This is an optimization exercise on Yosys and OpenROAD, whose aim is small area, a short achievable clock period and few clock cycles per item, not a production implementation. RTL that was checked went through simulation tests only; none was proved equivalent to the original. No activity file was given, so power comes from the tool's default toggle rates.

## red
// bike_mul
module bike_mul
#(  parameter               G_ADDR_W = 8,
    parameter               G_DAT_W = 64,
    parameter               H_ADDR_W = 7,
    parameter               H_DAT_W = 14
    )
(
    input                   clk,
    input                   rst_b,
    input                   start,
    output                  done,
    output [G_ADDR_W-1:0]   g_addra,
    input  [G_DAT_W-1:0]    g_douta,
    output [G_ADDR_W-1:0]   g_addrb,
    input  [G_DAT_W-1:0]    g_doutb,
    output [H_ADDR_W-1:0]   h_addra,
    input  [H_DAT_W-1:0]    h_douta,
    output                  f_wea,
    output [G_ADDR_W-1:0]   f_addra,
    output [G_DAT_W-1:0]    f_dina,
    input  [G_DAT_W-1:0]    f_douta
    );
mul_ctrl mul0_ctrl (
    .clk        (clk),
    .rst_b      (rst_b),
    .start      (start),
    .done       (done),
    .g_addra    (g_addra),
    .g_douta    (g_douta),
    .g_addrb    (g_addrb),
    .g_doutb    (g_doutb),
    .h_addra    (h_addra),
    .h_douta    (h_douta),
    .f_wea      (f_wea),
    .f_addra    (f_addra),
    .f_dina     (f_dina),
    .f_douta    (f_douta)
    );
endmodule
For scale: roughly 1300 cells after synthesis, ~250 flip-flops, roughly 310 I/O pins.
Settings: LEC_CHECK=0, CAP_MARGIN=20, CORE_MARGIN=2, CORE_UTILIZATION=40, PLACE_DENSITY=0.6, SETUP_SLACK_MARGIN=5, SLEW_MARGIN=20; clock period 8.0 ns.
standard.sh (not shown) runs the stock make flow with config.mk's settings and CLKGATE_MAP_FILE= SYNTH_SCRIPT=/design/flow/synth_recipe.tcl, a recipe that flattens the netlist after the stock synthesis.
==> flow/flow/run.sh <==
#!/bin/bash
# The standard layout, with the port buffers made of buf_1 cells instead of
# the clkdlybuf4s50_1 cells buffer_ports picks by default, and a clock tree
# without dummy loads.
set -euo pipefail
bash standard.sh "BUFFER_PORTS_ARGS=-buffer_cell sky130_fd_sc_hd__buf_1" \
  "CTS_ARGS=-sink_clustering_enable -repair_clock_nets -dont_use_dummy_load" \
  finish > standard_flow.log 2>&1
red: PASS, flow complete, no timing, DRC or antenna violations
Testbench counts of red, summed over its fixed seeds: cycles 207,147, mults 18.
The following lists how blue was set up differently from red:
==> flow/flow/run.sh <==
#!/bin/bash
# The standard layout, with the port buffers made of buf_1 cells instead of
# the clkdlybuf4s50_1 cells buffer_ports picks by default, a clock tree
# without dummy loads, and repair_timing aiming at a 2.55 ns cycle.
set -euo pipefail
bash standard.sh "BUFFER_PORTS_ARGS=-buffer_cell sky130_fd_sc_hd__buf_1" \
  "CTS_ARGS=-sink_clustering_enable -repair_clock_nets -dont_use_dummy_load" \
  "SETUP_SLACK_MARGIN=5.45" \
  finish > standard_flow.log 2>&1
--- outcome ---
Against red, blue reports a number of global-route vias before repair that is higher.
blue gives more combinational share of power than red did.
Between blue and red, it is blue whose leakage power figure is higher, by 12%.
## Diff of input files: green against blue
==> flow/flow/run.sh <==
#!/bin/bash
# The standard layout, with the port buffers made of buf_1 cells instead of
# the clkdlybuf4s50_1 cells buffer_ports picks by default, a clock tree
# without dummy loads, and repair_timing aiming at a 2.7 ns cycle.
set -euo pipefail
bash standard.sh "BUFFER_PORTS_ARGS=-buffer_cell sky130_fd_sc_hd__buf_1" \
  "CTS_ARGS=-sink_clustering_enable -repair_clock_nets -dont_use_dummy_load" \
  "SETUP_SLACK_MARGIN=5.3" \
  finish > standard_flow.log 2>&1
==> comparison <==
Relative to blue, number of antenna violations at the first check in global routing has increased by 4 in green.
Comparing green against blue, there is no change at all in number of cell rows.
For the routed length per instance, green came in about 3.7% lower than blue did.
Diff blue -> green: cell count shows a reduction of about 0.4%; wire length of the first global-routing pass went down; global-route usage now smaller.

* * *

## rev 12
Another version of the RTL of bike_mul (not shown whole).
For scale: roughly 1,300 cells after synthesis, roughly 250 flip-flops, about 310 I/O pins, about 14,000 um2 of cells after synthesis.
clock: 8.0 ns
lec_check: 0
cap_margin: 20
core_margin: 2
core_utilization: 40
place_density: 0.6
setup_slack_margin: 5
slew_margin: 20
==> flow/flow/run.sh <==
#!/bin/bash
# The standard layout, with the port buffers made of buf_1 cells instead of
# the clkdlybuf4s50_1 cells buffer_ports picks by default, and a clock tree
# without dummy loads.
set -euo pipefail
bash standard.sh "BUFFER_PORTS_ARGS=-buffer_cell sky130_fd_sc_hd__buf_1" \
  "CTS_ARGS=-sink_clustering_enable -repair_clock_nets -dont_use_dummy_load" \
  finish > standard_flow.log 2>&1
Rev 12 has completed all stages; timing, DRC and antenna checks passed.
Inputs modified between rev 12 and rev 13:
==> flow/flow/run.sh <==
#!/bin/bash
# The standard layout, with the port buffers made of buf_1 cells instead of
# the clkdlybuf4s50_1 cells buffer_ports picks by default, and a clock tree
# of smaller buffers without dummy loads.
set -euo pipefail
bash standard.sh "BUFFER_PORTS_ARGS=-buffer_cell sky130_fd_sc_hd__buf_1" \
  "CTS_ARGS=-sink_clustering_enable -repair_clock_nets -dont_use_dummy_load -buf_list {sky130_fd_sc_hd__clkbuf_4 sky130_fd_sc_hd__clkbuf_8}" \
  finish > standard_flow.log 2>&1
Notes after the runs:
- Rev 13 reached the final stage; the timing, DRC and antenna checks on its layout passed.
- Rev 13 vs. rev 12: internal power consumption moved down; register share of total power went up.
- Comparing rev 13 with rev 12, the register-to-register slack came out essentially unchanged.
- Rev 13 ends up with higher net count of the finished layout than rev 12 does.
- Fmax: rev 13 lower than rev 12
- On design area, the lower figure sits with rev 13, not rev 12.
- Diff rev 12 -> rev 13 | depth of the CTS H-tree | increase of 1
- Rev 13: worst path setup slack after routing is 0.059 ns lower than what rev 12 reported.
No functional check of the RTL was part of any run of this note.

-- separate check: timing with driven ports --
The flow's constraints put no driver on any port. The routed layouts listed below were extracted and timed again, unchanged, in two steps.
Step 1 assumes that a clkbuf_16 drives the clock port and a buf_2 every other input.
Step 2 adds t to the input delays and takes it off the output delays; t is the mean of the earliest and latest rising clock arrival at the registers after step 1. Input paths then give back, and output paths get back, about the clock's delay inside the block.
Slacks: no drivers / after step 1 / after step 2; pairs: no drivers / after step 1.
run | shift t [ns] | setup WS [ns] | hold slack, ns | worst setup path at the end | worst data-port slew with drivers (ns)
red | 0.576 | 5.167 / 5.117 / 4.974 | 0.323 / 0.323 / 0.323 | input to register | 0.10
blue | 0.579 | 5.280 / 5.231 / 5.178 | 0.321 / 0.321 / 0.321 | input to register | 0.10
green | 0.585 | 5.250 / 5.201 / 4.950 | 0.320 / 0.320 / 0.320 | input to register | 0.11
rev 12 | 0.583 | 5.139 / 5.090 / 4.773 | 0.323 / 0.323 / 0.323 | input to register | 0.10
rev 13 | 0.617 | 5.080 / 5.033 / 4.772 | 0.319 / 0.319 / 0.319 | input to register | 0.11
After both steps every run listed still meets setup and hold. For rev 12, which loses most, drivers alone change the setup slack by -0.049 ns; drivers and shift together by -0.366 ns.
